Background: an optimization exercise with open tools, aiming at small area. Do not read the settings as production practice.
In this exercise RTL edits were held to simulation tests only and were not proved equivalent to the original.
The flow treats the clock pin as an ideal source. Dropping or thinning the clock tree relies on that and would not hold on a real chip.
Power figures rest on the tool's default switching activity, not on a simulated workload.

==> flow/design.v <==
module parking_meter(input add1,
		     input add2,
		     input add3,
		     input add4,
		     input rst1,
		     input rst2,
		     input clk,
		     input rst,
		     output [6:0] led_seg,
		     output a1,
		     output a2,
		     output a3,
		     output a4,
		     output [3:0] val1,
		     output [3:0] val2,
		     output [3:0] val3,
		     output [3:0] val4
		     );
   reg [3:0] d0, d1, d2, d3;
   reg act, tw;
   reg [5:0] r;
   reg q, h;
   reg hb;
   reg [3:0] code;
   reg [1:0] idx;
   assign val1 = d0;
   assign val2 = d1;
   assign val3 = d2;
   assign val4 = d3;
   wire anyadd = add1 | add2 | add3 | add4;
   wire anyb = anyadd | rst1 | rst2;
   wire clr = anyb | rst;
   wire z0 = ~(d0[3] | d0[2] | d0[1] | d0[0]);
   wire z1 = ~(d1[3] | d1[2] | d1[1] | d1[0]);
   wire z2 = ~(d2[3] | d2[2] | d2[1] | d2[0]);
   wire z3 = ~(d3[3] | d3[2] | d3[1] | d3[0]);
   wire zero = z0 & z1 & z2 & z3;
   wire le180 = z3 & (z2 | ((d2 == 4'd1) & (~d1[3] | (~d1[0] & z0))));
   wire end50 = r[0] & r[1] & r[2] & ~r[3] & ~r[4];
   wire tick = q & end50 & ~zero;
   function [3:0] dec(input [3:0] b);
      dec = {(b[3] & b[0]) | ~(b[3] | b[2] | b[1] | b[0]),
	     (b[2] & (b[1] | b[0])) | (b[3] & ~b[0]),
	     (b[1] & b[0]) | (~b[1] & ~b[0] & (b[3] | b[2])),
	     ~b[0]};
   endfunction
   function [3:0] inc(input [3:0] b);
      inc = {(b[3] & ~b[0]) | (b[2] & b[1] & b[0]),
	     b[2] ^ (b[1] & b[0]),
	     (b[1] ^ b[0]) & ~b[3],
	     ~b[0]};
   endfunction
   wire [2:0] e = d1[3:1];
   function [3:0] tens(input p1, input p2, input p3, input [2:0] e);
      if (p1)
	case (e)
	  3'd0: tens = 4'd3; 3'd1: tens = 4'd4; 3'd2: tens = 4'd8; 3'd3: tens = 4'd9;
	  default: tens = 4'd10;
	endcase
      else if (p2)
	case (e)
	  3'd0: tens = 4'd1; 3'd1: tens = 4'd2; 3'd2: tens = 4'd3; 3'd3: tens = 4'd4;
	  default: tens = 4'd8;
	endcase
      else if (p3)
	case (e)
	  3'd0: tens = 4'd4; 3'd1: tens = 4'd8; 3'd2: tens = 4'd9; 3'd3: tens = 4'd10;
	  default: tens = 4'd11;
	endcase
      else
	tens = {1'b0, e};
   endfunction
   wire [3:0] tr = tens(add1, add2, add3, e);
   wire [2:0] en = tr[2:0];
   wire c1 = tr[3];
   wire [3:0] a1n = {en, d1[0]};
   wire [1:0] m = add1 ? {1'b0, c1} : (add2 | add3) ? {c1, ~c1} : 2'd3;
   function [4:0] hadd(input [3:0] d, input [1:0] k);
      reg [4:0] s;
      begin
	 s = (d[3] ? {4'd4, d[0]} : {1'b0, d}) + k;
	 hadd = (s >= 5'd10) ? {1'b1, s[3:0] - 4'd10} : s;
      end
   endfunction
   wire [4:0] hr = hadd(d2, m);
   wire [3:0] a2n = hr[3:0];
   wire c2 = hr[4];
   wire ovf = c2 & d3[3] & d3[0];
   wire [3:0] a3n = c2 ? inc(d3) : d3;
   always @(posedge clk) begin
      if (anyadd) begin
	 if (ovf) begin
	    d0 <= 4'd9; d1 <= 4'd9; d2 <= 4'd9; d3 <= 4'd9;
	 end else begin
	    d1 <= a1n; d2 <= a2n; d3 <= a3n;
	 end
      end else if (rst) begin
	 d0 <= 4'd0; d1 <= 4'd0; d2 <= 4'd0; d3 <= 4'd0;
      end else if (rst1) begin
	 d0 <= 4'd6; d1 <= 4'd1; d2 <= 4'd0; d3 <= 4'd0;
      end else if (rst2) begin
	 d0 <= 4'd0; d1 <= 4'd5; d2 <= 4'd1; d3 <= 4'd0;
      end else if (tick) begin
	 d0 <= dec(d0);
	 if (z0) d1 <= dec(d1);
	 if (z0 & z1) d2 <= dec(d2);
	 if (z0 & z1 & z2) d3 <= dec(d3);
      end
   end
   always @(posedge clk) begin
      if (rst) begin
	 act <= 1'b0; tw <= 1'b0;
      end else if (rst1 | rst2) begin
	 act <= 1'b1; tw <= 1'b0;
      end else if (!act) begin
	 act <= anyadd;
	 tw <= anyadd & ~add4;
      end else begin
	 act <= ~(tw & zero);
	 tw <= le180 & ~(tw & zero);
      end
   end
   always @(posedge clk) begin
      if (clr | end50)
	r <= 6'd0;
      else
	r <= {~r[4:0], ~(r[5] ^ r[4])};
      if (clr) begin
	 q <= 1'b0; h <= 1'b0;
      end else if (end50) begin
	 q <= ~q; h <= h ^ q;
      end
      hb <= anyb & ~rst;
   end
   wire rprev = code[3] & code[2] & ~code[0];
   wire [1:0] digI = rprev ? 2'd0 : hb ? idx : idx + 2'd1;
   wire lit = tw ? ~h : ~q;
   wire [3:0] sel = digI[1] ? (digI[0] ? d0 : d1) : (digI[0] ? d2 : d3);
   always @(posedge clk) begin
      idx <= digI;
      if (rst)
	code <= 4'b1100;
      else if (lit)
	code <= sel;
      else
	code <= 4'b1111;
   end
   wire on = ~(code[3] & code[2]);
   assign a1 = ~(on & (idx == 2'd0));
   assign a2 = ~(on & (idx == 2'd1));
   assign a3 = ~(on & (idx == 2'd2));
   assign a4 = ~(on & (idx == 2'd3));
   function [6:0] seg7(input [3:0] c);
      case (c)
	4'd0: seg7 = 7'b0000001;
	4'd1: seg7 = 7'b1001111;
	4'd2: seg7 = 7'b0010010;
	4'd3: seg7 = 7'b0000110;
	4'd4: seg7 = 7'b1001100;
	4'd5: seg7 = 7'b0100100;
	4'd6: seg7 = 7'b0100000;
	4'd7: seg7 = 7'b0001111;
	4'd8: seg7 = 7'b0000000;
	4'd9: seg7 = 7'b0001100;
	4'd12: seg7 = 7'b0000001;
	4'd15: seg7 = 7'b1111111;
	default: seg7 = 7'b1111111;
      endcase
   endfunction
   assign led_seg = seg7(code);
endmodule
==> flow/flow/run.sh <==
#!/bin/bash
# Own layout flow: the standard synthesis, then an area re-mapping of the
# combinational logic only (registers kept as synthesized, same names and
# cells; several ABC runs, the smallest kept), then the standard layout
# with 1x port buffers and a small clock tree (its root buffer dropped, so
# the clock port drives the 4 leaf buffers). Each tool writes its full
# output to a log in this folder.
set -euo pipefail
W=$(pwd)
F=$W/flow
R=$W/orfs/results/$FLOW_PLATFORM/parking_meter/base
YOSYS=$FLOW_HOME/../tools/install/yosys/bin/yosys
LIB=$FLOW_HOME/platforms/sky130hd/lib/sky130_fd_sc_hd__tt_025C_1v80.lib

bash standard.sh synth > $W/std_synth.log 2>&1

# combinational cells of the library as Verilog, to flatten into gates
python3 $F/libfuncs.py $LIB $W/comb_cells.v > $W/libfuncs.log 2>&1
DU=$(sed -n '/DONT_USE_CELLS/,/^#/p' $FLOW_HOME/platforms/sky130hd/config.mk | grep -o 'sky130_fd_sc_hd__[a-z0-9_]*' | sed 's/^/-dont_use /' | tr '\n' ' ')
cp $R/1_2_yosys.v $W/std_1_2_yosys.v

reopt() { # seed
  local s=$1
  printf '&get -n\n&deepsyn -T %s -S %s\n&put\ndch -f\nmap -a\n' "${DEEPSYN_T:-60}" "$s" > $W/reopt_$s.abc
  $YOSYS -l $W/reopt_$s.log -p "read_liberty -lib $LIB; read_verilog -overwrite $W/comb_cells.v; read_verilog $W/std_1_2_yosys.v; hierarchy -top $FLOW_TOP; flatten; techmap; opt -fast; opt_clean; abc -liberty $LIB $DU -script $W/reopt_$s.abc; opt_clean -purge; read_liberty -lib -ignore_redef $LIB; rename -hide w:*.*; opt_clean -purge; hilomap -singleton -hicell sky130_fd_sc_hd__conb_1 HI -locell sky130_fd_sc_hd__conb_1 LO; tee -o $W/reopt_$s.stat stat -liberty $LIB; check -assert; write_verilog -noattr -nohex -nodec $W/reopt_$s.v" > /dev/null 2>&1 || true
}
SEEDS=$(seq 1 32)
for g in $(seq 0 7); do
  for k in 1 2 3 4; do reopt $((g*4+k)) & done; wait
done
best=""; barea=1e12
for s in $SEEDS; do
  [[ -s $W/reopt_$s.v && -s $W/reopt_$s.stat ]] || continue
  grep -q "Found and reported 0 problems" $W/reopt_$s.log || continue
  a=$(grep "Chip area" $W/reopt_$s.stat | awk '{print $NF}')
  if python3 -c "import sys; sys.exit(0 if $a < $barea else 1)"; then barea=$a; best=$s; fi
done
echo "best seed $best area $barea" > $W/reopt_choice.log
if [[ -n $best ]]; then
  cp $W/reopt_$best.v $R/1_2_yosys.v
  rm -f $R/1_synth.odb $R/1_synth.sdc
fi

bash standard.sh \
  BUFFER_PORTS_ARGS="-buffer_cell sky130_fd_sc_hd__buf_1" \
  POST_CTS_TCL=$F/post_cts.tcl \
  CTS_ARGS="-sink_clustering_enable -repair_clock_nets -buf_list sky130_fd_sc_hd__clkbuf_4 -root_buf sky130_fd_sc_hd__clkbuf_4 -dont_use_dummy_load" \
  finish > $W/std_layout.log 2>&1
==> flow/flow/libfuncs.py <==
import re,sys
lib=open(sys.argv[1]).read()
out=[]
# split cells
for m in re.finditer(r'\n\s*cell\s*\(\s*"?([\w]+)"?\s*\)\s*\{', lib):
    name=m.group(1); start=m.end()
    # find matching brace
    depth=1;i=start
    while depth:
        c=lib[i]
        if c=='{':depth+=1
        elif c=='}':depth-=1
        i+=1
    body=lib[start:i]
    if re.search(r'\bff\s*\(|\blatch\s*\(|statetable',body): continue
    pins=[]; funcs={}
    for pm in re.finditer(r'\bpin\s*\(\s*"?(\w+)"?\s*\)\s*\{',body):
        ps=pm.end(); d=1; j=ps
        while d:
            c=body[j]
            if c=='{':d+=1
            elif c=='}':d-=1
            j+=1
        pb=body[ps:j]
        dm=re.search(r'direction\s*:\s*"?(\w+)"?',pb)
        fm=re.search(r'\bfunction\s*:\s*"([^"]*)"',pb)
        pins.append((pm.group(1),dm.group(1) if dm else None))
        if fm: funcs[pm.group(1)]=fm.group(1)
    outs=[p for p,d in pins if d=='output']
    ins=[p for p,d in pins if d=='input']
    if not outs or any(o not in funcs for o in outs): continue
    def conv(f):
        f=f.replace('!','~').replace('+','|').replace('*','&')
        f=re.sub(r'(\w+)\s*\'',r'(~\1)',f)
        f=re.sub(r'\)\s*\'',') ^ 1\'b1',f)  # rare
        # implicit AND: space between operands
        f=re.sub(r'([\w\)])\s+(?=[\w\(~])',r'\1 & ',f)
        return f
    s='module %s(%s);\n'%(name,', '.join(ins+outs))
    for p in ins: s+='  input %s;\n'%p
    for o in outs: s+='  output %s;\n  assign %s = %s;\n'%(o,o,conv(funcs[o]))
    s+='endmodule\n'
    out.append(s)
open(sys.argv[2],'w').write('\n'.join(out))
print(len(out))
==> flow/flow/post_cts.tcl <==
set block [ord::get_db_block]
set port_net [[$block findBTerm clk] getNet]
set roots {}
foreach it [$port_net getITerms] { lappend roots [$it getInst] }
if {[llength $roots] == 1} {
  set root [lindex $roots 0]
  set out [[$root findITerm X] getNet]
  set loads {}
  set ok 1
  foreach it [$out getITerms] {
    if {[$it getInst] == $root} continue
    if {![string match "sky130_fd_sc_hd__clkbuf_*" [[[$it getInst] getMaster] getName]]} { set ok 0 }
    lappend loads $it
  }
  if {$ok && [llength $loads] <= 4 && [string match "sky130_fd_sc_hd__clkbuf_*" [[$root getMaster] getName]]} {
    foreach it $loads { $it disconnect; $it connect $port_net }
    [$root findITerm A] disconnect
    [$root findITerm X] disconnect
    odb::dbInst_destroy $root
    odb::dbNet_destroy $out
    puts "post_cts: removed root clock buffer, port drives [llength $loads] buffers"
  }
}
==> flow/standard.sh <==
#!/bin/bash
# synth_recipe.tcl (not shown) runs the flow's synth.tcl, then flattens the netlist and writes it again
# the make line also repeats each setting of config.mk as NAME=value (left out here)
make -C /OpenROAD-flow-scripts/flow DESIGN_CONFIG=/design/flow/config.mk WORK_HOME=/design/flow/orfs CLKGATE_MAP_FILE= SYNTH_SCRIPT=/design/flow/synth_recipe.tcl "${@:-finish}"
==> flow/config.mk <==
export PLATFORM = sky130hd
export DESIGN_NAME = parking_meter
export DESIGN_NICKNAME = parking_meter
export VERILOG_FILES = /design/flow/design.v
export SDC_FILE = /design/flow/constraint.sdc
export NUM_CORES = 4
export LEC_CHECK = 0
export CAP_MARGIN = 20
export CORE_MARGIN = 2
export CORE_UTILIZATION = 40
export SLEW_MARGIN = 20
==> flow/constraint.sdc <==
create_clock -name core_clock -period 15.0 [get_ports {clk}]
set_input_delay 3.0000 -clock core_clock [delete_from_list [all_inputs] [get_ports {clk}]]
set_output_delay 3.0000 -clock core_clock [all_outputs]
set_load 0.01 [all_outputs]
==> run summary, run 1 <==
- Setup TNS: 0 ns
- Max-area cell class: multi-input combinational cells
- Synth Warn #: 1
- RSZ-0062 raised after global routing: no
- Cells after synthesis: 257
- Syn Area/Cell: 7.31 um^2
- Flip-flop count of the largest register after layout: 6
- Die height: 72.5 um
- Worst reg-to-reg path cell count: 13
- Worst path arrival time: 6.26 ns
- # DRC: 0
- Clk_skew: 0.0298 ns
- Chip width: 72.5 um
- Comb. pwr: 186 uW
- CP Cell Sequence: buf_1 -> nor2_1 -> nand2_1 -> nor2_1 -> clkinv_1 -> nor2_1 -> clkinv_1 -> o31ai_1 -> nor3_1 -> or2_2
- Crit path capture type: flop
- Run status: finished clean
- Max-Cap Viols: 0
- Pin slew with the least headroom to its limit: 0.617 ns
- # port buffers: 34
- Placed Cells: 343
- Final design utilization: 0.473
- PwrDens: 180 mW/mm^2
- DR vias: 1,879
- Met1 Track Usage GR: 0.261
==> inputs of run 2 (changes only) <==
==> flow/flow/run.sh (replaced) <==
#!/bin/bash
# Own layout flow: the standard synthesis, then an area re-mapping of the
# combinational logic only (registers kept as synthesized, same names and
# cells; see flow/opt_netlist.v below), then the standard layout
# with 1x port buffers and a small clock tree (its root buffer dropped, so
# the clock port drives the 4 leaf buffers). Each tool writes its full
# output to a log in this folder.
set -euo pipefail
W=$(pwd)
F=$W/flow
R=$W/orfs/results/$FLOW_PLATFORM/parking_meter/base
YOSYS=$FLOW_HOME/../tools/install/yosys/bin/yosys
LIB=$FLOW_HOME/platforms/sky130hd/lib/sky130_fd_sc_hd__tt_025C_1v80.lib

bash standard.sh synth > $W/std_synth.log 2>&1

# combinational cells of the library as Verilog, to flatten into gates
python3 $F/libfuncs.py $LIB $W/comb_cells.v > $W/libfuncs.log 2>&1
DU=$(sed -n '/DONT_USE_CELLS/,/^#/p' $FLOW_HOME/platforms/sky130hd/config.mk | grep -o 'sky130_fd_sc_hd__[a-z0-9_]*' | sed 's/^/-dont_use /' | tr '\n' ' ')
cp $R/1_2_yosys.v $W/std_1_2_yosys.v

# flow/opt_netlist.v: the result of an earlier, longer run of the same
# re-mapping on this design's standard synthesis (see gen/). Used when its
# ports and registers match this run's standard synthesis; otherwise the
# re-mapping runs here.
if [[ -f $F/opt_netlist.v ]] && python3 $F/flops.py $W/std_1_2_yosys.v $F/opt_netlist.v > $W/opt_netlist_check.log 2>&1; then
  echo "using flow/opt_netlist.v" > $W/reopt_choice.log
  cp $F/opt_netlist.v $R/1_2_yosys.v
  rm -f $R/1_synth.odb $R/1_synth.sdc
else
  reopt() { # seed
    local s=$1
    printf '&get -n\n&deepsyn -T %s -S %s\n&put\ndch -f\nmap -a\n' "${DEEPSYN_T:-60}" "$s" > $W/reopt_$s.abc
    $YOSYS -l $W/reopt_$s.log -p "read_liberty -lib $LIB; read_verilog -overwrite $W/comb_cells.v; read_verilog $W/std_1_2_yosys.v; hierarchy -top $FLOW_TOP; flatten; techmap; opt -fast; opt_clean; abc -liberty $LIB $DU -script $W/reopt_$s.abc; opt_clean -purge; read_liberty -lib -ignore_redef $LIB; rename -hide w:*.*; opt_clean -purge; hilomap -singleton -hicell sky130_fd_sc_hd__conb_1 HI -locell sky130_fd_sc_hd__conb_1 LO; tee -o $W/reopt_$s.stat stat -liberty $LIB; check -assert; write_verilog -noattr -nohex -nodec $W/reopt_$s.v" > /dev/null 2>&1 || true
  }
  SEEDS=$(seq 1 32)
  for g in $(seq 0 7); do
    for k in 1 2 3 4; do reopt $((g*4+k)) & done; wait
  done
  best=""; barea=1e12
  for s in $SEEDS; do
    [[ -s $W/reopt_$s.v && -s $W/reopt_$s.stat ]] || continue
    grep -q "Found and reported 0 problems" $W/reopt_$s.log || continue
    a=$(grep "Chip area" $W/reopt_$s.stat | awk '{print $NF}')
    if python3 -c "import sys; sys.exit(0 if $a < $barea else 1)"; then barea=$a; best=$s; fi
  done
  echo "best seed $best area $barea" > $W/reopt_choice.log
  if [[ -n $best ]]; then
    cp $W/reopt_$best.v $R/1_2_yosys.v
    rm -f $R/1_synth.odb $R/1_synth.sdc
  fi

fi

bash standard.sh \
  BUFFER_PORTS_ARGS="-buffer_cell sky130_fd_sc_hd__buf_1" \
  POST_CTS_TCL=$F/post_cts.tcl \
  CTS_ARGS="-sink_clustering_enable -repair_clock_nets -buf_list sky130_fd_sc_hd__clkbuf_4 -root_buf sky130_fd_sc_hd__clkbuf_4 -dont_use_dummy_load" \
  finish > $W/std_layout.log 2>&1
==> flow/flow/flops.py (new file) <==
# flops.py A.v B.v: exit 0 when both netlists have the same ports and the
# same flip-flop instances (name and cell type)
import re, sys
def sig(f):
    s = open(f).read()
    ff = sorted(re.findall(r'(sky130_fd_sc_hd__e?df\w+)\s+(\\\S+|\w+)\s*\(', s))
    ports = sorted(re.findall(r'^\s*(input|output)\s+(\[[^\]]*\]\s*)?(\w+);', s, re.M))
    return ff, ports
a, b = sig(sys.argv[1]), sig(sys.argv[2])
print(len(a[0]), len(b[0]), len(a[1]), len(b[1]))
sys.exit(0 if a == b and a[0] else 1)
==> flow/flow/opt_netlist.v (new file) <==
/* Generated by Yosys 0.63+post (git sha1 UNKNOWN-dirty, g++ 11.4.0-1ubuntu1~22.04.3 -fPIC -O3) */

module parking_meter(add1, add2, add3, add4, rst1, rst2, clk, rst, led_seg, a1, a2, a3, a4, val1, val2, val3, val4);
  input add1;
  wire add1;
  input add2;
  wire add2;
  input add3;
  wire add3;
  input add4;
  wire add4;
  input rst1;
  wire rst1;
  input rst2;
  wire rst2;
  input clk;
  wire clk;
  input rst;
  wire rst;
  output [6:0] led_seg;
  wire [6:0] led_seg;
  output a1;
  wire a1;
  output a2;
  wire a2;
  output a3;
  wire a3;
  output a4;
  wire a4;
  output [3:0] val1;
  wire [3:0] val1;
  output [3:0] val2;
  wire [3:0] val2;
  output [3:0] val3;
  wire [3:0] val3;
  output [3:0] val4;
  wire [3:0] val4;
  wire _470_;
  wire _471_;
  wire _472_;
  wire _473_;
  wire _474_;
  wire _475_;
  wire _476_;
  wire _477_;
  wire _478_;
  wire _479_;
  wire _480_;
  wire _481_;
  wire _482_;
  wire _483_;
  wire _484_;
  wire _485_;
  wire _486_;
  wire _487_;
  wire _488_;
  wire _000_;
  wire _001_;
  wire _002_;
  wire _003_;
  wire _004_;
  wire _005_;
  wire _006_;
  wire _007_;
  wire _008_;
  wire _009_;
  wire _010_;
  wire _011_;
  wire _012_;
  wire _013_;
  wire _014_;
  wire _015_;
  wire _016_;
  wire _017_;
  wire _053_;
  wire _054_;
  wire _055_;
  wire _056_;
  wire _057_;
  wire _058_;
  wire _059_;
  wire _060_;
  wire _061_;
  wire _062_;
  wire _063_;
  wire _064_;
  wire _065_;
  wire _066_;
  wire _067_;
  wire _068_;
  wire _069_;
  wire _070_;
  wire _071_;
  wire _072_;
  wire _073_;
  wire _074_;
  wire _075_;
  wire _076_;
  wire _077_;
  wire _078_;
  wire _079_;
  wire _080_;
  wire _081_;
  wire _082_;
  wire _083_;
  wire _084_;
  wire _085_;
  wire _086_;
  wire _087_;
  wire _088_;
  wire _089_;
  wire _090_;
  wire _091_;
  wire _092_;
  wire _093_;
  wire _094_;
  wire _095_;
  wire _096_;
  wire _097_;
  wire _098_;
  wire _099_;
  wire _100_;
  wire _101_;
  wire _102_;
  wire _103_;
  wire _104_;
  wire _105_;
  wire _106_;
  wire _107_;
  wire _108_;
  wire _109_;
  wire _110_;
  wire _111_;
  wire _112_;
  wire _113_;
  wire _114_;
  wire _115_;
  wire _116_;
  wire _117_;
  wire _118_;
  wire _119_;
  wire _120_;
  wire _121_;
  wire _122_;
  wire _123_;
  wire _124_;
  wire _125_;
  wire _126_;
  wire _127_;
  wire _128_;
  wire _129_;
  wire _130_;
  wire _131_;
  wire _132_;
  wire _133_;
  wire _134_;
  wire _135_;
  wire _136_;
  wire _137_;
  wire _138_;
  wire _139_;
  wire _140_;
  wire _141_;
  wire _142_;
  wire _143_;
  wire _144_;
  wire _145_;
  wire _146_;
  wire _147_;
  wire _148_;
  wire _149_;
  wire _150_;
  wire _151_;
  wire _152_;
  wire _153_;
  wire _154_;
  wire _155_;
  wire _156_;
  wire _157_;
  wire _158_;
  wire _159_;
  wire _160_;
  wire _161_;
  wire _162_;
  wire _163_;
  wire _164_;
  wire _165_;
  wire _166_;
  wire _167_;
  wire _168_;
  wire _169_;
  wire _170_;
  wire _171_;
  wire _172_;
  wire _173_;
  wire _174_;
  wire _175_;
  wire _176_;
  wire _177_;
  wire _178_;
  wire _179_;
  wire _180_;
  wire _181_;
  wire _182_;
  wire _183_;
  wire _184_;
  wire _185_;
  wire _186_;
  wire _187_;
  wire _188_;
  wire _189_;
  wire _190_;
  wire _191_;
  wire _192_;
  wire _193_;
  wire _194_;
  wire _195_;
  wire _196_;
  wire _197_;
  wire _198_;
  wire _199_;
  wire _200_;
  wire _201_;
  wire _202_;
  wire _203_;
  wire _204_;
  wire _205_;
  wire _206_;
  wire _207_;
  wire _208_;
  wire _209_;
  wire _210_;
  wire _211_;
  wire _212_;
  wire _213_;
  wire _214_;
  wire _215_;
  wire _216_;
  wire _217_;
  wire _218_;
  wire _219_;
  wire _220_;
  wire _221_;
  wire _222_;
  wire _223_;
  wire _224_;
  wire _225_;
  wire _226_;
  wire _227_;
  wire _228_;
  wire _229_;
  wire _230_;
  wire _231_;
  wire _232_;
  wire _233_;
  wire _234_;
  wire _235_;
  wire _236_;
  wire _237_;
  wire _238_;
  wire _239_;
  wire _240_;
  wire _241_;
  wire _242_;
  wire _243_;
  wire _244_;
  wire _245_;
  sky130_fd_sc_hd__clkinv_1 _246_ (
    .A(add3),
    .Y(_236_)
  );
  sky130_fd_sc_hd__nor2_1 _247_ (
    .A(add2),
    .B(add1),
    .Y(_237_)
  );
  sky130_fd_sc_hd__nand2_1 _248_ (
    .A(_237_),
    .B(_236_),
    .Y(_238_)
  );
  sky130_fd_sc_hd__nor2_1 _249_ (
    .A(add4),
    .B(_238_),
    .Y(_239_)
  );
  sky130_fd_sc_hd__clkinv_1 _250_ (
    .A(_239_),
    .Y(_240_)
  );
  sky130_fd_sc_hd__nor2_1 _251_ (
    .A(rst1),
    .B(rst),
    .Y(_241_)
  );
  sky130_fd_sc_hd__clkinv_1 _252_ (
    .A(rst2),
    .Y(_242_)
  );
  sky130_fd_sc_hd__nand2_1 _253_ (
    .A(_242_),
    .B(val3[0]),
    .Y(_243_)
  );
  sky130_fd_sc_hd__a21oi_1 _254_ (
    .A1(_241_),
    .A2(_243_),
    .B1(_240_),
    .Y(_244_)
  );
  sky130_fd_sc_hd__clkinv_1 _255_ (
    .A(val4[3]),
    .Y(_245_)
  );
  sky130_fd_sc_hd__clkinv_1 _256_ (
    .A(val4[0]),
    .Y(_071_)
  );
  sky130_fd_sc_hd__clkinv_1 _257_ (
    .A(add1),
    .Y(_072_)
  );
  sky130_fd_sc_hd__nor2_1 _258_ (
    .A(val2[3]),
    .B(val2[2]),
    .Y(_073_)
  );
  sky130_fd_sc_hd__clkinv_1 _259_ (
    .A(_073_),
    .Y(_074_)
  );
  sky130_fd_sc_hd__nor2_1 _260_ (
    .A(val2[1]),
    .B(_074_),
    .Y(_075_)
  );
  sky130_fd_sc_hd__clkinv_1 _261_ (
    .A(_075_),
    .Y(_076_)
  );
  sky130_fd_sc_hd__clkinv_1 _262_ (
    .A(val2[3]),
    .Y(_077_)
  );
  sky130_fd_sc_hd__nand3_1 _263_ (
    .A(_077_),
    .B(_072_),
    .C(add2),
    .Y(_078_)
  );
  sky130_fd_sc_hd__clkinv_1 _264_ (
    .A(_078_),
    .Y(_079_)
  );
  sky130_fd_sc_hd__o21ai_0 _265_ (
    .A1(_072_),
    .A2(_073_),
    .B1(_238_),
    .Y(_080_)
  );
  sky130_fd_sc_hd__nor2_1 _266_ (
    .A(_080_),
    .B(_079_),
    .Y(_081_)
  );
  sky130_fd_sc_hd__nand3_1 _267_ (
    .A(_076_),
    .B(_081_),
    .C(_072_),
    .Y(_082_)
  );
  sky130_fd_sc_hd__o21ai_0 _268_ (
    .A1(add1),
    .A2(_076_),
    .B1(_081_),
    .Y(_083_)
  );
  sky130_fd_sc_hd__nand2_1 _269_ (
    .A(_083_),
    .B(val3[0]),
    .Y(_084_)
  );
  sky130_fd_sc_hd__nand3_1 _270_ (
    .A(_084_),
    .B(_082_),
    .C(_238_),
    .Y(_085_)
  );
  sky130_fd_sc_hd__clkinv_1 _271_ (
    .A(val3[0]),
    .Y(_086_)
  );
  sky130_fd_sc_hd__nor2_1 _272_ (
    .A(_086_),
    .B(_238_),
    .Y(_087_)
  );
  sky130_fd_sc_hd__a32oi_1 _273_ (
    .A1(val3[2]),
    .A2(val3[1]),
    .A3(_087_),
    .B1(_085_),
    .B2(val3[3]),
    .Y(_088_)
  );
  sky130_fd_sc_hd__nor3_1 _274_ (
    .A(_245_),
    .B(_071_),
    .C(_088_),
    .Y(_089_)
  );
  sky130_fd_sc_hd__nor2_1 _275_ (
    .A(_239_),
    .B(_089_),
    .Y(_090_)
  );
  sky130_fd_sc_hd__xor2_1 _276_ (
    .A(_086_),
    .B(_083_),
    .X(_091_)
  );
  sky130_fd_sc_hd__a21oi_1 _277_ (
    .A1(_090_),
    .A2(_091_),
    .B1(_244_),
    .Y(_004_)
  );
  sky130_fd_sc_hd__clkinv_1 _278_ (
    .A(val3[3]),
    .Y(_092_)
  );
  sky130_fd_sc_hd__o21ai_0 _279_ (
    .A1(val3[1]),
    .A2(_087_),
    .B1(_085_),
    .Y(_093_)
  );
  sky130_fd_sc_hd__nand2_1 _280_ (
    .A(_093_),
    .B(_092_),
    .Y(_094_)
  );
  sky130_fd_sc_hd__nor2_1 _281_ (
    .A(val3[1]),
    .B(_085_),
    .Y(_095_)
  );
  sky130_fd_sc_hd__clkinv_1 _282_ (
    .A(val3[2]),
    .Y(_096_)
  );
  sky130_fd_sc_hd__a21oi_1 _283_ (
    .A1(_096_),
    .A2(val3[1]),
    .B1(val3[3]),
    .Y(_097_)
  );
  sky130_fd_sc_hd__o32ai_1 _284_ (
    .A1(_086_),
    .A2(_238_),
    .A3(_097_),
    .B1(_095_),
    .B2(_094_),
    .Y(_098_)
  );
  sky130_fd_sc_hd__nor2_1 _285_ (
    .A(rst2),
    .B(rst1),
    .Y(_099_)
  );
  sky130_fd_sc_hd__clkinv_1 _286_ (
    .A(_099_),
    .Y(_100_)
  );
  sky130_fd_sc_hd__nor2_1 _287_ (
    .A(rst),
    .B(_100_),
    .Y(_101_)
  );
  sky130_fd_sc_hd__clkinv_1 _288_ (
    .A(_101_),
    .Y(_102_)
  );
  sky130_fd_sc_hd__nor2_1 _289_ (
    .A(_240_),
    .B(_102_),
    .Y(_103_)
  );
  sky130_fd_sc_hd__nor2_1 _290_ (
    .A(val3[2]),
    .B(val3[3]),
    .Y(_104_)
  );
  sky130_fd_sc_hd__o21ai_0 _291_ (
    .A1(val3[1]),
    .A2(_104_),
    .B1(_086_),
    .Y(_105_)
  );
  sky130_fd_sc_hd__clkinv_1 _292_ (
    .A(val3[1]),
    .Y(_106_)
  );
  sky130_fd_sc_hd__nand2_1 _293_ (
    .A(_106_),
    .B(val3[0]),
    .Y(_107_)
  );
  sky130_fd_sc_hd__a32o_1 _294_ (
    .A1(_103_),
    .A2(_105_),
    .A3(_107_),
    .B1(_090_),
    .B2(_098_),
    .X(_005_)
  );
  sky130_fd_sc_hd__clkinv_1 _295_ (
    .A(_486_),
    .Y(_108_)
  );
  sky130_fd_sc_hd__nor3b_1 _296_ (
    .A(_487_),
    .B(_473_),
    .C_N(_488_),
    .Y(_109_)
  );
  sky130_fd_sc_hd__and3_2 _297_ (
    .A(_109_),
    .B(_471_),
    .C(_472_),
    .X(_110_)
  );
  sky130_fd_sc_hd__clkinv_1 _298_ (
    .A(_110_),
    .Y(_111_)
  );
  sky130_fd_sc_hd__nor2_1 _299_ (
    .A(_108_),
    .B(_111_),
    .Y(_112_)
  );
  sky130_fd_sc_hd__o21ai_0 _300_ (
    .A1(_485_),
    .A2(_112_),
    .B1(_103_),
    .Y(_113_)
  );
  sky130_fd_sc_hd__a21oi_1 _301_ (
    .A1(_485_),
    .A2(_112_),
    .B1(_113_),
    .Y(_067_)
  );
  sky130_fd_sc_hd__o21ai_0 _302_ (
    .A1(_096_),
    .A2(_093_),
    .B1(_092_),
    .Y(_114_)
  );
  sky130_fd_sc_hd__o21ai_0 _303_ (
    .A1(val3[2]),
    .A2(_094_),
    .B1(_240_),
    .Y(_115_)
  );
  sky130_fd_sc_hd__o211ai_1 _304_ (
    .A1(val3[2]),
    .A2(_086_),
    .B1(_103_),
    .C1(_114_),
    .Y(_116_)
  );
  sky130_fd_sc_hd__o21ai_0 _305_ (
    .A1(_114_),
    .A2(_115_),
    .B1(_116_),
    .Y(_006_)
  );
  sky130_fd_sc_hd__nand2_1 _306_ (
    .A(_103_),
    .B(_111_),
    .Y(_117_)
  );
  sky130_fd_sc_hd__or2_2 _307_ (
    .A(_487_),
    .B(_470_),
    .X(_118_)
  );
  sky130_fd_sc_hd__nand2_1 _308_ (
    .A(_487_),
    .B(_470_),
    .Y(_119_)
  );
  sky130_fd_sc_hd__a21oi_1 _309_ (
    .A1(_118_),
    .A2(_119_),
    .B1(_117_),
    .Y(_066_)
  );
  sky130_fd_sc_hd__nand2_1 _310_ (
    .A(_071_),
    .B(val4[3]),
    .Y(_120_)
  );
  sky130_fd_sc_hd__clkinv_1 _311_ (
    .A(val4[1]),
    .Y(_121_)
  );
  sky130_fd_sc_hd__nor2_1 _312_ (
    .A(_071_),
    .B(_121_),
    .Y(_122_)
  );
  sky130_fd_sc_hd__a211oi_1 _313_ (
    .A1(val4[2]),
    .A2(_122_),
    .B1(_239_),
    .C1(_089_),
    .Y(_123_)
  );
  sky130_fd_sc_hd__nor2_1 _314_ (
    .A(_101_),
    .B(_240_),
    .Y(_124_)
  );
  sky130_fd_sc_hd__nor2_1 _315_ (
    .A(val4[0]),
    .B(val4[1]),
    .Y(_125_)
  );
  sky130_fd_sc_hd__clkinv_1 _316_ (
    .A(_125_),
    .Y(_126_)
  );
  sky130_fd_sc_hd__nor3_1 _317_ (
    .A(val4[2]),
    .B(val4[3]),
    .C(_126_),
    .Y(_127_)
  );
  sky130_fd_sc_hd__a21oi_1 _318_ (
    .A1(val4[3]),
    .A2(val4[0]),
    .B1(_127_),
    .Y(_128_)
  );
  sky130_fd_sc_hd__a221oi_1 _319_ (
    .A1(_239_),
    .A2(_128_),
    .B1(_123_),
    .B2(_120_),
    .C1(_124_),
    .Y(_011_)
  );
  sky130_fd_sc_hd__clkinv_1 _320_ (
    .A(_103_),
    .Y(_129_)
  );
  sky130_fd_sc_hd__nor2_1 _321_ (
    .A(_488_),
    .B(_129_),
    .Y(_065_)
  );
  sky130_fd_sc_hd__nor2_1 _322_ (
    .A(_471_),
    .B(_129_),
    .Y(_064_)
  );
  sky130_fd_sc_hd__clkinv_1 _323_ (
    .A(_482_),
    .Y(_130_)
  );
  sky130_fd_sc_hd__clkinv_1 _324_ (
    .A(_481_),
    .Y(_131_)
  );
  sky130_fd_sc_hd__nor2_1 _325_ (
    .A(_130_),
    .B(_131_),
    .Y(_132_)
  );
  sky130_fd_sc_hd__clkinv_1 _326_ (
    .A(_132_),
    .Y(_133_)
  );
  sky130_fd_sc_hd__nand3_1 _327_ (
    .A(_133_),
    .B(_477_),
    .C(_480_),
    .Y(a4)
  );
  sky130_fd_sc_hd__clkinv_1 _328_ (
    .A(_477_),
    .Y(_134_)
  );
  sky130_fd_sc_hd__nand3_1 _329_ (
    .A(_133_),
    .B(_134_),
    .C(_480_),
    .Y(a3)
  );
  sky130_fd_sc_hd__nor2_1 _330_ (
    .A(_472_),
    .B(_129_),
    .Y(_063_)
  );
  sky130_fd_sc_hd__clkinv_1 _331_ (
    .A(_480_),
    .Y(_135_)
  );
  sky130_fd_sc_hd__nand3_1 _332_ (
    .A(_133_),
    .B(_477_),
    .C(_135_),
    .Y(a2)
  );
  sky130_fd_sc_hd__nand3_1 _333_ (
    .A(_133_),
    .B(_134_),
    .C(_135_),
    .Y(a1)
  );
  sky130_fd_sc_hd__nor2_1 _334_ (
    .A(val3[1]),
    .B(_105_),
    .Y(_136_)
  );
  sky130_fd_sc_hd__clkinv_1 _335_ (
    .A(val2[0]),
    .Y(_137_)
  );
  sky130_fd_sc_hd__clkinv_1 _336_ (
    .A(val1[2]),
    .Y(_138_)
  );
  sky130_fd_sc_hd__clkinv_1 _337_ (
    .A(val1[3]),
    .Y(_139_)
  );
  sky130_fd_sc_hd__nor2_1 _338_ (
    .A(val1[0]),
    .B(val1[1]),
    .Y(_140_)
  );
  sky130_fd_sc_hd__nand3_1 _339_ (
    .A(_140_),
    .B(_138_),
    .C(_139_),
    .Y(_141_)
  );
  sky130_fd_sc_hd__clkinv_1 _340_ (
    .A(_141_),
    .Y(_142_)
  );
  sky130_fd_sc_hd__nand2_1 _341_ (
    .A(_142_),
    .B(_137_),
    .Y(_143_)
  );
  sky130_fd_sc_hd__nor2_1 _342_ (
    .A(_143_),
    .B(_076_),
    .Y(_144_)
  );
  sky130_fd_sc_hd__a311oi_1 _343_ (
    .A1(_144_),
    .A2(_127_),
    .A3(_136_),
    .B1(_108_),
    .C1(_111_),
    .Y(_145_)
  );
  sky130_fd_sc_hd__nand2_1 _344_ (
    .A(_145_),
    .B(_144_),
    .Y(_146_)
  );
  sky130_fd_sc_hd__nand2_1 _345_ (
    .A(_146_),
    .B(_103_),
    .Y(_013_)
  );
  sky130_fd_sc_hd__o21ai_0 _346_ (
    .A1(_129_),
    .A2(_136_),
    .B1(_013_),
    .Y(_147_)
  );
  sky130_fd_sc_hd__a21oi_1 _347_ (
    .A1(_240_),
    .A2(_088_),
    .B1(_147_),
    .Y(_017_)
  );
  sky130_fd_sc_hd__o21ai_0 _348_ (
    .A1(val1[0]),
    .A2(_102_),
    .B1(_239_),
    .Y(_062_)
  );
  sky130_fd_sc_hd__nor2_1 _349_ (
    .A(rst),
    .B(_240_),
    .Y(_148_)
  );
  sky130_fd_sc_hd__clkinv_1 _350_ (
    .A(_148_),
    .Y(_149_)
  );
  sky130_fd_sc_hd__o22ai_1 _351_ (
    .A1(val1[0]),
    .A2(_139_),
    .B1(_138_),
    .B2(_140_),
    .Y(_150_)
  );
  sky130_fd_sc_hd__a21oi_1 _352_ (
    .A1(_150_),
    .A2(_242_),
    .B1(rst1),
    .Y(_151_)
  );
  sky130_fd_sc_hd__nor2_1 _353_ (
    .A(_151_),
    .B(_149_),
    .Y(_061_)
  );
  sky130_fd_sc_hd__nor2_1 _354_ (
    .A(_129_),
    .B(_145_),
    .Y(_152_)
  );
  sky130_fd_sc_hd__nor2_1 _355_ (
    .A(_152_),
    .B(_090_),
    .Y(_016_)
  );
  sky130_fd_sc_hd__nor2_1 _356_ (
    .A(_142_),
    .B(_129_),
    .Y(_153_)
  );
  sky130_fd_sc_hd__nor3_1 _357_ (
    .A(_152_),
    .B(_153_),
    .C(_090_),
    .Y(_015_)
  );
  sky130_fd_sc_hd__nand2_1 _358_ (
    .A(val1[0]),
    .B(val1[1]),
    .Y(_154_)
  );
  sky130_fd_sc_hd__o21ai_0 _359_ (
    .A1(val1[2]),
    .A2(val1[3]),
    .B1(_140_),
    .Y(_155_)
  );
  sky130_fd_sc_hd__nand2_1 _360_ (
    .A(_155_),
    .B(_154_),
    .Y(_156_)
  );
  sky130_fd_sc_hd__a21oi_1 _361_ (
    .A1(_156_),
    .A2(_242_),
    .B1(rst1),
    .Y(_157_)
  );
  sky130_fd_sc_hd__nor2_1 _362_ (
    .A(_157_),
    .B(_149_),
    .Y(_060_)
  );
  sky130_fd_sc_hd__or2_2 _363_ (
    .A(_238_),
    .B(_015_),
    .X(_014_)
  );
  sky130_fd_sc_hd__nor2_1 _364_ (
    .A(_473_),
    .B(_117_),
    .Y(_059_)
  );
  sky130_fd_sc_hd__nand2_1 _365_ (
    .A(_089_),
    .B(_240_),
    .Y(_158_)
  );
  sky130_fd_sc_hd__a21oi_1 _366_ (
    .A1(_158_),
    .A2(val4[0]),
    .B1(_124_),
    .Y(_008_)
  );
  sky130_fd_sc_hd__clkinv_1 _367_ (
    .A(_475_),
    .Y(_159_)
  );
  sky130_fd_sc_hd__nand2_1 _368_ (
    .A(_483_),
    .B(_481_),
    .Y(_160_)
  );
  sky130_fd_sc_hd__nand2_1 _369_ (
    .A(_159_),
    .B(_160_),
    .Y(_161_)
  );
  sky130_fd_sc_hd__nand2_1 _370_ (
    .A(_161_),
    .B(_482_),
    .Y(_162_)
  );
  sky130_fd_sc_hd__clkinv_1 _371_ (
    .A(_161_),
    .Y(_163_)
  );
  sky130_fd_sc_hd__nor2_1 _372_ (
    .A(_483_),
    .B(_481_),
    .Y(_164_)
  );
  sky130_fd_sc_hd__nor2_1 _373_ (
    .A(_482_),
    .B(_164_),
    .Y(_165_)
  );
  sky130_fd_sc_hd__nand2_1 _374_ (
    .A(_163_),
    .B(_165_),
    .Y(_166_)
  );
  sky130_fd_sc_hd__nand2_1 _375_ (
    .A(_166_),
    .B(_162_),
    .Y(led_seg[6])
  );
  sky130_fd_sc_hd__o21ai_0 _376_ (
    .A1(_137_),
    .A2(_100_),
    .B1(_148_),
    .Y(_167_)
  );
  sky130_fd_sc_hd__nand2_1 _377_ (
    .A(_158_),
    .B(_167_),
    .Y(_000_)
  );
  sky130_fd_sc_hd__or2_2 _378_ (
    .A(_479_),
    .B(_134_),
    .X(_168_)
  );
  sky130_fd_sc_hd__o22ai_1 _379_ (
    .A1(_135_),
    .A2(_168_),
    .B1(_483_),
    .B2(_133_),
    .Y(_169_)
  );
  sky130_fd_sc_hd__a21oi_1 _380_ (
    .A1(_135_),
    .A2(_168_),
    .B1(_169_),
    .Y(_478_)
  );
  sky130_fd_sc_hd__nor2_1 _381_ (
    .A(_483_),
    .B(_133_),
    .Y(_170_)
  );
  sky130_fd_sc_hd__nand2_1 _382_ (
    .A(_134_),
    .B(_479_),
    .Y(_171_)
  );
  sky130_fd_sc_hd__nand2_1 _383_ (
    .A(_168_),
    .B(_171_),
    .Y(_172_)
  );
  sky130_fd_sc_hd__nor2_1 _384_ (
    .A(_172_),
    .B(_170_),
    .Y(_476_)
  );
  sky130_fd_sc_hd__nor2_1 _385_ (
    .A(_476_),
    .B(_478_),
    .Y(_173_)
  );
  sky130_fd_sc_hd__nand2_1 _386_ (
    .A(_173_),
    .B(val4[2]),
    .Y(_174_)
  );
  sky130_fd_sc_hd__and2_2 _387_ (
    .A(_478_),
    .B(_172_),
    .X(_175_)
  );
  sky130_fd_sc_hd__nand2_1 _388_ (
    .A(_175_),
    .B(val2[2]),
    .Y(_176_)
  );
  sky130_fd_sc_hd__nand2_1 _389_ (
    .A(_485_),
    .B(_484_),
    .Y(_177_)
  );
  sky130_fd_sc_hd__o21ai_0 _390_ (
    .A1(_484_),
    .A2(_108_),
    .B1(_177_),
    .Y(_178_)
  );
  sky130_fd_sc_hd__nor2_1 _391_ (
    .A(rst),
    .B(_178_),
    .Y(_179_)
  );
  sky130_fd_sc_hd__clkinv_1 _392_ (
    .A(_476_),
    .Y(_180_)
  );
  sky130_fd_sc_hd__a21oi_1 _393_ (
    .A1(_096_),
    .A2(_135_),
    .B1(_180_),
    .Y(_181_)
  );
  sky130_fd_sc_hd__o21ai_0 _394_ (
    .A1(_135_),
    .A2(val1[2]),
    .B1(_181_),
    .Y(_182_)
  );
  sky130_fd_sc_hd__nand4_1 _395_ (
    .A(_182_),
    .B(_174_),
    .C(_176_),
    .D(_179_),
    .Y(_058_)
  );
  sky130_fd_sc_hd__a21oi_1 _396_ (
    .A1(_130_),
    .A2(_160_),
    .B1(_159_),
    .Y(_183_)
  );
  sky130_fd_sc_hd__nor2_1 _397_ (
    .A(_132_),
    .B(_183_),
    .Y(_184_)
  );
  sky130_fd_sc_hd__nand2_1 _398_ (
    .A(_184_),
    .B(_481_),
    .Y(_185_)
  );
  sky130_fd_sc_hd__o21a_1 _399_ (
    .A1(_475_),
    .A2(led_seg[6]),
    .B1(_185_),
    .X(led_seg[1])
  );
  sky130_fd_sc_hd__nand2_1 _400_ (
    .A(_077_),
    .B(val2[1]),
    .Y(_186_)
  );
  sky130_fd_sc_hd__nand2_1 _401_ (
    .A(_237_),
    .B(add3),
    .Y(_187_)
  );
  sky130_fd_sc_hd__o21ai_0 _402_ (
    .A1(_073_),
    .A2(_187_),
    .B1(_078_),
    .Y(_188_)
  );
  sky130_fd_sc_hd__a21oi_1 _403_ (
    .A1(val2[1]),
    .A2(val2[2]),
    .B1(val2[3]),
    .Y(_189_)
  );
  sky130_fd_sc_hd__nand2_1 _404_ (
    .A(_076_),
    .B(_189_),
    .Y(_190_)
  );
  sky130_fd_sc_hd__nand2_1 _405_ (
    .A(_190_),
    .B(add1),
    .Y(_191_)
  );
  sky130_fd_sc_hd__nor2_1 _406_ (
    .A(val2[3]),
    .B(_191_),
    .Y(_192_)
  );
  sky130_fd_sc_hd__a21oi_1 _407_ (
    .A1(_186_),
    .A2(_188_),
    .B1(_192_),
    .Y(_193_)
  );
  sky130_fd_sc_hd__nor2_1 _408_ (
    .A(val2[1]),
    .B(val2[0]),
    .Y(_194_)
  );
  sky130_fd_sc_hd__clkinv_1 _409_ (
    .A(_194_),
    .Y(_195_)
  );
  sky130_fd_sc_hd__nor2_1 _410_ (
    .A(_073_),
    .B(_195_),
    .Y(_196_)
  );
  sky130_fd_sc_hd__a21oi_1 _411_ (
    .A1(val2[1]),
    .A2(val2[0]),
    .B1(_196_),
    .Y(_197_)
  );
  sky130_fd_sc_hd__o22ai_1 _412_ (
    .A1(_129_),
    .A2(_197_),
    .B1(_193_),
    .B2(_089_),
    .Y(_001_)
  );
  sky130_fd_sc_hd__clkinv_1 _413_ (
    .A(_483_),
    .Y(_198_)
  );
  sky130_fd_sc_hd__nor3_1 _414_ (
    .A(_164_),
    .B(_161_),
    .C(_132_),
    .Y(_199_)
  );
  sky130_fd_sc_hd__nor2_1 _415_ (
    .A(_183_),
    .B(_199_),
    .Y(_200_)
  );
  sky130_fd_sc_hd__nand2_1 _416_ (
    .A(_200_),
    .B(_198_),
    .Y(led_seg[2])
  );
  sky130_fd_sc_hd__a21oi_1 _417_ (
    .A1(_195_),
    .A2(val2[2]),
    .B1(rst2),
    .Y(_201_)
  );
  sky130_fd_sc_hd__o21ai_0 _418_ (
    .A1(val2[0]),
    .A2(_077_),
    .B1(_201_),
    .Y(_202_)
  );
  sky130_fd_sc_hd__nand3_1 _419_ (
    .A(_202_),
    .B(_239_),
    .C(_241_),
    .Y(_203_)
  );
  sky130_fd_sc_hd__o22ai_1 _420_ (
    .A1(_187_),
    .A2(_189_),
    .B1(_078_),
    .B2(_190_),
    .Y(_204_)
  );
  sky130_fd_sc_hd__a31oi_1 _421_ (
    .A1(add1),
    .A2(_186_),
    .A3(_190_),
    .B1(_204_),
    .Y(_205_)
  );
  sky130_fd_sc_hd__o21ai_0 _422_ (
    .A1(_205_),
    .A2(_089_),
    .B1(_203_),
    .Y(_002_)
  );
  sky130_fd_sc_hd__nand2_1 _423_ (
    .A(_200_),
    .B(_162_),
    .Y(led_seg[3])
  );
  sky130_fd_sc_hd__nor2_1 _424_ (
    .A(_165_),
    .B(_163_),
    .Y(led_seg[4])
  );
  sky130_fd_sc_hd__a21oi_1 _425_ (
    .A1(_185_),
    .A2(_162_),
    .B1(_199_),
    .Y(led_seg[5])
  );
  sky130_fd_sc_hd__o31ai_1 _426_ (
    .A1(_475_),
    .A2(_482_),
    .A3(_481_),
    .B1(_184_),
    .Y(led_seg[0])
  );
  sky130_fd_sc_hd__nand2_1 _427_ (
    .A(_173_),
    .B(val4[0]),
    .Y(_206_)
  );
  sky130_fd_sc_hd__nor2_1 _428_ (
    .A(val1[0]),
    .B(_135_),
    .Y(_207_)
  );
  sky130_fd_sc_hd__a21oi_1 _429_ (
    .A1(_135_),
    .A2(_086_),
    .B1(_207_),
    .Y(_208_)
  );
  sky130_fd_sc_hd__a221oi_1 _430_ (
    .A1(_476_),
    .A2(_208_),
    .B1(_175_),
    .B2(val2[0]),
    .C1(_178_),
    .Y(_209_)
  );
  sky130_fd_sc_hd__a21oi_1 _431_ (
    .A1(_209_),
    .A2(_206_),
    .B1(rst),
    .Y(_057_)
  );
  sky130_fd_sc_hd__nor2_1 _432_ (
    .A(_125_),
    .B(_122_),
    .Y(_210_)
  );
  sky130_fd_sc_hd__nand3_1 _433_ (
    .A(_240_),
    .B(_245_),
    .C(_210_),
    .Y(_211_)
  );
  sky130_fd_sc_hd__o31ai_1 _434_ (
    .A1(_127_),
    .A2(_210_),
    .A3(_129_),
    .B1(_211_),
    .Y(_009_)
  );
  sky130_fd_sc_hd__a22oi_1 _435_ (
    .A1(val4[3]),
    .A2(_071_),
    .B1(_126_),
    .B2(val4[2]),
    .Y(_212_)
  );
  sky130_fd_sc_hd__o21ai_0 _436_ (
    .A1(val4[2]),
    .A2(_122_),
    .B1(_123_),
    .Y(_213_)
  );
  sky130_fd_sc_hd__o21ai_0 _437_ (
    .A1(_129_),
    .A2(_212_),
    .B1(_213_),
    .Y(_010_)
  );
  sky130_fd_sc_hd__nand4_1 _438_ (
    .A(_127_),
    .B(_474_),
    .C(_106_),
    .D(_104_),
    .Y(_214_)
  );
  sky130_fd_sc_hd__nand3_1 _439_ (
    .A(_144_),
    .B(_086_),
    .C(_484_),
    .Y(_215_)
  );
  sky130_fd_sc_hd__o22ai_1 _440_ (
    .A1(_474_),
    .A2(_240_),
    .B1(_214_),
    .B2(_215_),
    .Y(_216_)
  );
  sky130_fd_sc_hd__a21oi_1 _441_ (
    .A1(_216_),
    .A2(_099_),
    .B1(rst),
    .Y(_056_)
  );
  sky130_fd_sc_hd__nor2_1 _442_ (
    .A(add4),
    .B(_474_),
    .Y(_217_)
  );
  sky130_fd_sc_hd__a31oi_1 _443_ (
    .A1(val2[3]),
    .A2(val3[0]),
    .A3(_143_),
    .B1(_214_),
    .Y(_218_)
  );
  sky130_fd_sc_hd__a22oi_1 _444_ (
    .A1(_238_),
    .A2(_217_),
    .B1(_215_),
    .B2(_218_),
    .Y(_219_)
  );
  sky130_fd_sc_hd__nor2_1 _445_ (
    .A(_102_),
    .B(_219_),
    .Y(_055_)
  );
  sky130_fd_sc_hd__nand2_1 _446_ (
    .A(_173_),
    .B(val4[3]),
    .Y(_220_)
  );
  sky130_fd_sc_hd__nand2_1 _447_ (
    .A(_175_),
    .B(val2[3]),
    .Y(_221_)
  );
  sky130_fd_sc_hd__a21oi_1 _448_ (
    .A1(_092_),
    .A2(_135_),
    .B1(_180_),
    .Y(_222_)
  );
  sky130_fd_sc_hd__o21ai_0 _449_ (
    .A1(_135_),
    .A2(val1[3]),
    .B1(_222_),
    .Y(_223_)
  );
  sky130_fd_sc_hd__nand4_1 _450_ (
    .A(_223_),
    .B(_179_),
    .C(_220_),
    .D(_221_),
    .Y(_054_)
  );
  sky130_fd_sc_hd__nand2_1 _451_ (
    .A(_173_),
    .B(val4[1]),
    .Y(_224_)
  );
  sky130_fd_sc_hd__nor2_1 _452_ (
    .A(val1[1]),
    .B(_135_),
    .Y(_225_)
  );
  sky130_fd_sc_hd__a21oi_1 _453_ (
    .A1(_135_),
    .A2(_106_),
    .B1(_225_),
    .Y(_226_)
  );
  sky130_fd_sc_hd__a221oi_1 _454_ (
    .A1(_476_),
    .A2(_226_),
    .B1(_175_),
    .B2(val2[1]),
    .C1(_178_),
    .Y(_227_)
  );
  sky130_fd_sc_hd__a21oi_1 _455_ (
    .A1(_227_),
    .A2(_224_),
    .B1(rst),
    .Y(_053_)
  );
  sky130_fd_sc_hd__nor2_1 _456_ (
    .A(_487_),
    .B(_117_),
    .Y(_069_)
  );
  sky130_fd_sc_hd__nor2_1 _457_ (
    .A(rst),
    .B(_103_),
    .Y(_012_)
  );
  sky130_fd_sc_hd__o211ai_1 _458_ (
    .A1(val2[3]),
    .A2(_191_),
    .B1(_081_),
    .C1(_082_),
    .Y(_228_)
  );
  sky130_fd_sc_hd__o22ai_1 _459_ (
    .A1(_137_),
    .A2(_077_),
    .B1(_074_),
    .B2(_195_),
    .Y(_229_)
  );
  sky130_fd_sc_hd__nand2_1 _460_ (
    .A(_103_),
    .B(_229_),
    .Y(_230_)
  );
  sky130_fd_sc_hd__nand3_1 _461_ (
    .A(_079_),
    .B(val2[1]),
    .C(val2[2]),
    .Y(_231_)
  );
  sky130_fd_sc_hd__nand4_1 _462_ (
    .A(_158_),
    .B(_228_),
    .C(_230_),
    .D(_231_),
    .Y(_003_)
  );
  sky130_fd_sc_hd__o211ai_1 _463_ (
    .A1(_088_),
    .A2(_089_),
    .B1(_240_),
    .C1(_114_),
    .Y(_232_)
  );
  sky130_fd_sc_hd__a21oi_1 _464_ (
    .A1(val3[3]),
    .A2(val3[0]),
    .B1(_136_),
    .Y(_233_)
  );
  sky130_fd_sc_hd__o21ai_0 _465_ (
    .A1(_129_),
    .A2(_233_),
    .B1(_232_),
    .Y(_007_)
  );
  sky130_fd_sc_hd__nand2_1 _466_ (
    .A(val1[0]),
    .B(val1[3]),
    .Y(_234_)
  );
  sky130_fd_sc_hd__a21oi_1 _467_ (
    .A1(_153_),
    .A2(_234_),
    .B1(_124_),
    .Y(_070_)
  );
  sky130_fd_sc_hd__nor2_1 _468_ (
    .A(_486_),
    .B(_110_),
    .Y(_235_)
  );
  sky130_fd_sc_hd__nor3_1 _469_ (
    .A(_112_),
    .B(_235_),
    .C(_129_),
    .Y(_068_)
  );
  sky130_fd_sc_hd__dfxtp_1 \act$_SDFF_PP0_  (
    .CLK(clk),
    .D(_056_),
    .Q(_474_)
  );
  sky130_fd_sc_hd__dfxtp_1 \code[0]$_SDFF_PP0_  (
    .CLK(clk),
    .D(_057_),
    .Q(_483_)
  );
  sky130_fd_sc_hd__dfxtp_1 \code[1]$_SDFF_PP0_  (
    .CLK(clk),
    .D(_053_),
    .Q(_475_)
  );
  sky130_fd_sc_hd__dfxtp_1 \code[2]$_SDFF_PP1_  (
    .CLK(clk),
    .D(_058_),
    .Q(_481_)
  );
  sky130_fd_sc_hd__dfxtp_1 \code[3]$_SDFF_PP1_  (
    .CLK(clk),
    .D(_054_),
    .Q(_482_)
  );
  sky130_fd_sc_hd__edfxtp_1 \d0[0]$_SDFFCE_PN1P_  (
    .CLK(clk),
    .D(_062_),
    .DE(_016_),
    .Q(val1[0])
  );
  sky130_fd_sc_hd__edfxtp_1 \d0[1]$_SDFFCE_PP0P_  (
    .CLK(clk),
    .D(_060_),
    .DE(_016_),
    .Q(val1[1])
  );
  sky130_fd_sc_hd__edfxtp_1 \d0[2]$_SDFFCE_PP0P_  (
    .CLK(clk),
    .D(_061_),
    .DE(_016_),
    .Q(val1[2])
  );
  sky130_fd_sc_hd__edfxtp_1 \d0[3]$_SDFFCE_PN1P_  (
    .CLK(clk),
    .D(_070_),
    .DE(_016_),
    .Q(val1[3])
  );
  sky130_fd_sc_hd__edfxtp_1 \d1[0]$_DFFE_PP_  (
    .CLK(clk),
    .D(_000_),
    .DE(_015_),
    .Q(val2[0])
  );
  sky130_fd_sc_hd__edfxtp_1 \d1[1]$_DFFE_PP_  (
    .CLK(clk),
    .D(_001_),
    .DE(_014_),
    .Q(val2[1])
  );
  sky130_fd_sc_hd__edfxtp_1 \d1[2]$_DFFE_PP_  (
    .CLK(clk),
    .D(_002_),
    .DE(_014_),
    .Q(val2[2])
  );
  sky130_fd_sc_hd__edfxtp_1 \d1[3]$_DFFE_PP_  (
    .CLK(clk),
    .D(_003_),
    .DE(_014_),
    .Q(val2[3])
  );
  sky130_fd_sc_hd__edfxtp_1 \d2[0]$_DFFE_PP_  (
    .CLK(clk),
    .D(_004_),
    .DE(_013_),
    .Q(val3[0])
  );
  sky130_fd_sc_hd__edfxtp_1 \d2[1]$_DFFE_PP_  (
    .CLK(clk),
    .D(_005_),
    .DE(_013_),
    .Q(val3[1])
  );
  sky130_fd_sc_hd__edfxtp_1 \d2[2]$_DFFE_PP_  (
    .CLK(clk),
    .D(_006_),
    .DE(_013_),
    .Q(val3[2])
  );
  sky130_fd_sc_hd__edfxtp_1 \d2[3]$_DFFE_PP_  (
    .CLK(clk),
    .D(_007_),
    .DE(_013_),
    .Q(val3[3])
  );
  sky130_fd_sc_hd__edfxtp_1 \d3[0]$_DFFE_PP_  (
    .CLK(clk),
    .D(_008_),
    .DE(_017_),
    .Q(val4[0])
  );
  sky130_fd_sc_hd__edfxtp_1 \d3[1]$_DFFE_PP_  (
    .CLK(clk),
    .D(_009_),
    .DE(_017_),
    .Q(val4[1])
  );
  sky130_fd_sc_hd__edfxtp_1 \d3[2]$_DFFE_PP_  (
    .CLK(clk),
    .D(_010_),
    .DE(_017_),
    .Q(val4[2])
  );
  sky130_fd_sc_hd__edfxtp_1 \d3[3]$_DFFE_PP_  (
    .CLK(clk),
    .D(_011_),
    .DE(_017_),
    .Q(val4[3])
  );
  sky130_fd_sc_hd__dfxtp_1 \h$_SDFFE_PP0P_  (
    .CLK(clk),
    .D(_067_),
    .Q(_485_)
  );
  sky130_fd_sc_hd__dfxtp_1 \hb$_DFF_P_  (
    .CLK(clk),
    .D(_012_),
    .Q(_479_)
  );
  sky130_fd_sc_hd__dfxtp_1 \idx[0]$_DFF_P_  (
    .CLK(clk),
    .D(_476_),
    .Q(_477_)
  );
  sky130_fd_sc_hd__dfxtp_1 \idx[1]$_DFF_P_  (
    .CLK(clk),
    .D(_478_),
    .Q(_480_)
  );
  sky130_fd_sc_hd__dfxtp_1 \q$_SDFFE_PP0P_  (
    .CLK(clk),
    .D(_068_),
    .Q(_486_)
  );
  sky130_fd_sc_hd__dfxtp_1 \r[0]$_SDFF_PP0_  (
    .CLK(clk),
    .D(_066_),
    .Q(_488_)
  );
  sky130_fd_sc_hd__dfxtp_1 \r[1]$_SDFF_PP0_  (
    .CLK(clk),
    .D(_065_),
    .Q(_471_)
  );
  sky130_fd_sc_hd__dfxtp_1 \r[2]$_SDFF_PP0_  (
    .CLK(clk),
    .D(_064_),
    .Q(_472_)
  );
  sky130_fd_sc_hd__dfxtp_1 \r[3]$_SDFF_PP0_  (
    .CLK(clk),
    .D(_063_),
    .Q(_473_)
  );
  sky130_fd_sc_hd__dfxtp_1 \r[4]$_SDFF_PP0_  (
    .CLK(clk),
    .D(_059_),
    .Q(_487_)
  );
  sky130_fd_sc_hd__dfxtp_1 \r[5]$_SDFF_PP0_  (
    .CLK(clk),
    .D(_069_),
    .Q(_470_)
  );
  sky130_fd_sc_hd__dfxtp_1 \tw$_SDFF_PP0_  (
    .CLK(clk),
    .D(_055_),
    .Q(_484_)
  );
endmodule
==> run summary, run 2 <==
- First-pass GRT wire length: 7670 um
- Footprint of the multi-input gates: 910 um^2
- DR vias: 1,889 (+0.53%)
- Maximum VDD drop: 0.0761 mV
- Area growth syn-to-layout: 11.9%
- Pin slew with the least headroom to its limit: 0.694 ns (+0.0770 ns)
- GRT Util Overall: 0.188
- Logic pwr share: 0.507
- Vias in the first global route: 1,671
- Crit start category: primary input
- WS Path Type: in -> reg
- # DRC: 0 (unchanged)
- Reg area: 821 um^2
- Via density: 5.44
- Final min period: 5.82 ns
- Routed wire length: 4680 um
- Clk_skew: 0.0254 ns (-0.00441 ns)
- Max-Cap Viols: 0 (unchanged)
- Clock power frac: 0.090
- GPL Wtd Cong: 0.958
- First drt pass iteration count: 7
- Largest register by flop count: r
- Layout cells sized above 1: 0.0305
- Total grt overflow: 0
- Part of the power in registers: 0.403
- Wire length per cell: 13.5 um
- # port buffers: 34 (unchanged)
- Syn Area/Cell: 7.26 um^2 (-0.73%)
- Ant diodes: 0
- Number of fill cells: 472
- Critical Path Most Common Cell: nor2_1
- Final Power: 392 uW
- Crit path max fanout: 11
- Synth Warn #: 1 (unchanged)
- Fmax: 172 MHz
- Starting density of the core: 0.423
- Sw frac: 0.475
- Req. time, crit path: 14.91 ns
- CP max-delay cell: nor2_1
- Initial antenna violation count: 0
- Max-slew violations: 0
- Core ar.: 0.00441 mm^2
- Largest net degree at the start of global routing: 13
- HP Class: reg -> reg
- HPWL after detailed placement: 3720 um
- Drt first-iter violations: 163
- Flip-flop count of the largest register after layout: 6 (unchanged)
- CP Cell Sequence: buf_1 -> nor2_1 -> nand2_1 -> nor2_1 -> clkinv_1 -> nor2_1 -> clkinv_1 -> nor2_1 -> nor3_1 -> or2_2
- FP Rows: 24
- Leading cell type in the layout, fill and taps excluded: nor2_1
- Sink Count: 33
- Die Footprint: 0.00523 mm^2
- Setup TNS: 0 ns (unchanged)
- Int Pwr: 206 uW
- Worst path arrival time: 5.73 ns (-0.53 ns)
- Sw Pwr: 186 uW
- Final nets: 305
- Tcrit/Tclk final: 0.388
- Routed Antenna Nets: 0
- RSZ-0062 raised after global routing: no
- Clk latency of the worst-skew pair: 0.17 ns
- # IOs: 35
- Crit path capture type: flop
- Commonest cells after routing, fill and taps aside: 51 x nor2_1, 38 x nand2_1, 36 x clkinv_1
- Crit-path max cell delay: 0.50 ns
- Die height: 72.3 um (-0.35%)
- Static leakage: 0.758 nW
- Relative slew margins: 0.534
- Count of final setup violators: 0
- Cells after synthesis: 257 (unchanged)
- Net count after synthesis: 265
- Clk slew on worst S/H paths: 0.09 ns
- Run status: finished clean
- Synthesized area: 0.00187 mm^2
- Hold Vio Cnt, Final: 0
- Chip width: 72.3 um (-0.35%)
- PwrDens: 188 mW/mm^2 (+4.3%)
==> run 2: cell type report <==
type                            instances  area share
Inverter                               36      0.0647
Timing Repair Buffer                   34      0.0611
Sequential cell                        33       0.393
Tap cell                               52      0.0312
Clock buffer                            4      0.0144
Multi-Input combinational cell        188       0.436
==> run 2: per-stage QoR <==
stage	hold slack [ns]	instances	cell area [um^2]	util	setup slack (ns)
3_3_place_gp	0.402	343	2060	0.466	9.24
2_1_floorplan	0.384	257	1870	-	9.81
6_report	0.408	347	2090	0.473	9.18
3_5_place_dp	0.397	343	2060	0.466	9.06
5_1_grt	0.414	347	2090	0.473	8.86
==> run 2: final timing paths <==
check                           start    end  slack [ns]  cells past startpoint
worst max-delay path             add1  d1[3]        9.18                     10
worst min-delay path             r[0]   r[1]        0.41                      1
worst max register to register  d1[3]  d1[3]       11.69                     12
worst min register to register   r[0]   r[1]        0.41                      1
==> run 2: critical path, delay by kind of cell <==
family	cells	cell delay, ns
and+or+nand+nor	7	1.86
buffers and inverters	3	0.87
==> run 2: per-layer routing <==
metal	share of wire	track usage	routed length, um
met1	0.47	0.259	2190
met2	0.46	0.306	2170
met3	0.059	0.0333	276
met4	0.0086	0.0482	40
met5	0	0	0
==> run 2: power groups by stage <==
stage	sequential [mW]	combinational (mW)	clock, mW
3_5_place_dp	0.160	0.198	0
6_report	0.158	0.199	0.0352
2_1_floorplan	0.157	0.137	0
3_3_place_gp	0.160	0.200	0
5_1_grt	0.162	0.227	0.0397

what the ideal ports hide:
How much do the figures lean on ideal ports? The routed layouts below were timed once more, with nothing changed but the port constraints. Step 1 assumes that a clkbuf_16 drives the clock port and a buf_2 every other input. Step 2, shift: input delay + t, output delay - t, t = (earliest + latest rising clock arrival at the registers) / 2. This alone moves slack from input paths to output paths. Slacks: ideal / step 1 / step 2; pairs: ideal / step 1.
run | shift t [ns] | setup WS [ns] | hold slack, ns | worst setup path at the end | cell pins on the clock port's net
run 1 | 0.193 | 8.632 / 8.654 / 8.461 | 0.428 / 0.428 / 0.428 | input to register | 4
run 2 | 0.199 | 9.184 / 9.207 / 9.008 | 0.408 / 0.408 / 0.408 | input to register | 4
After both steps setup and hold are still met in every run listed. For run 2, which loses most, drivers alone change the setup slack by +0.023 ns; drivers and shift together by -0.176 ns.
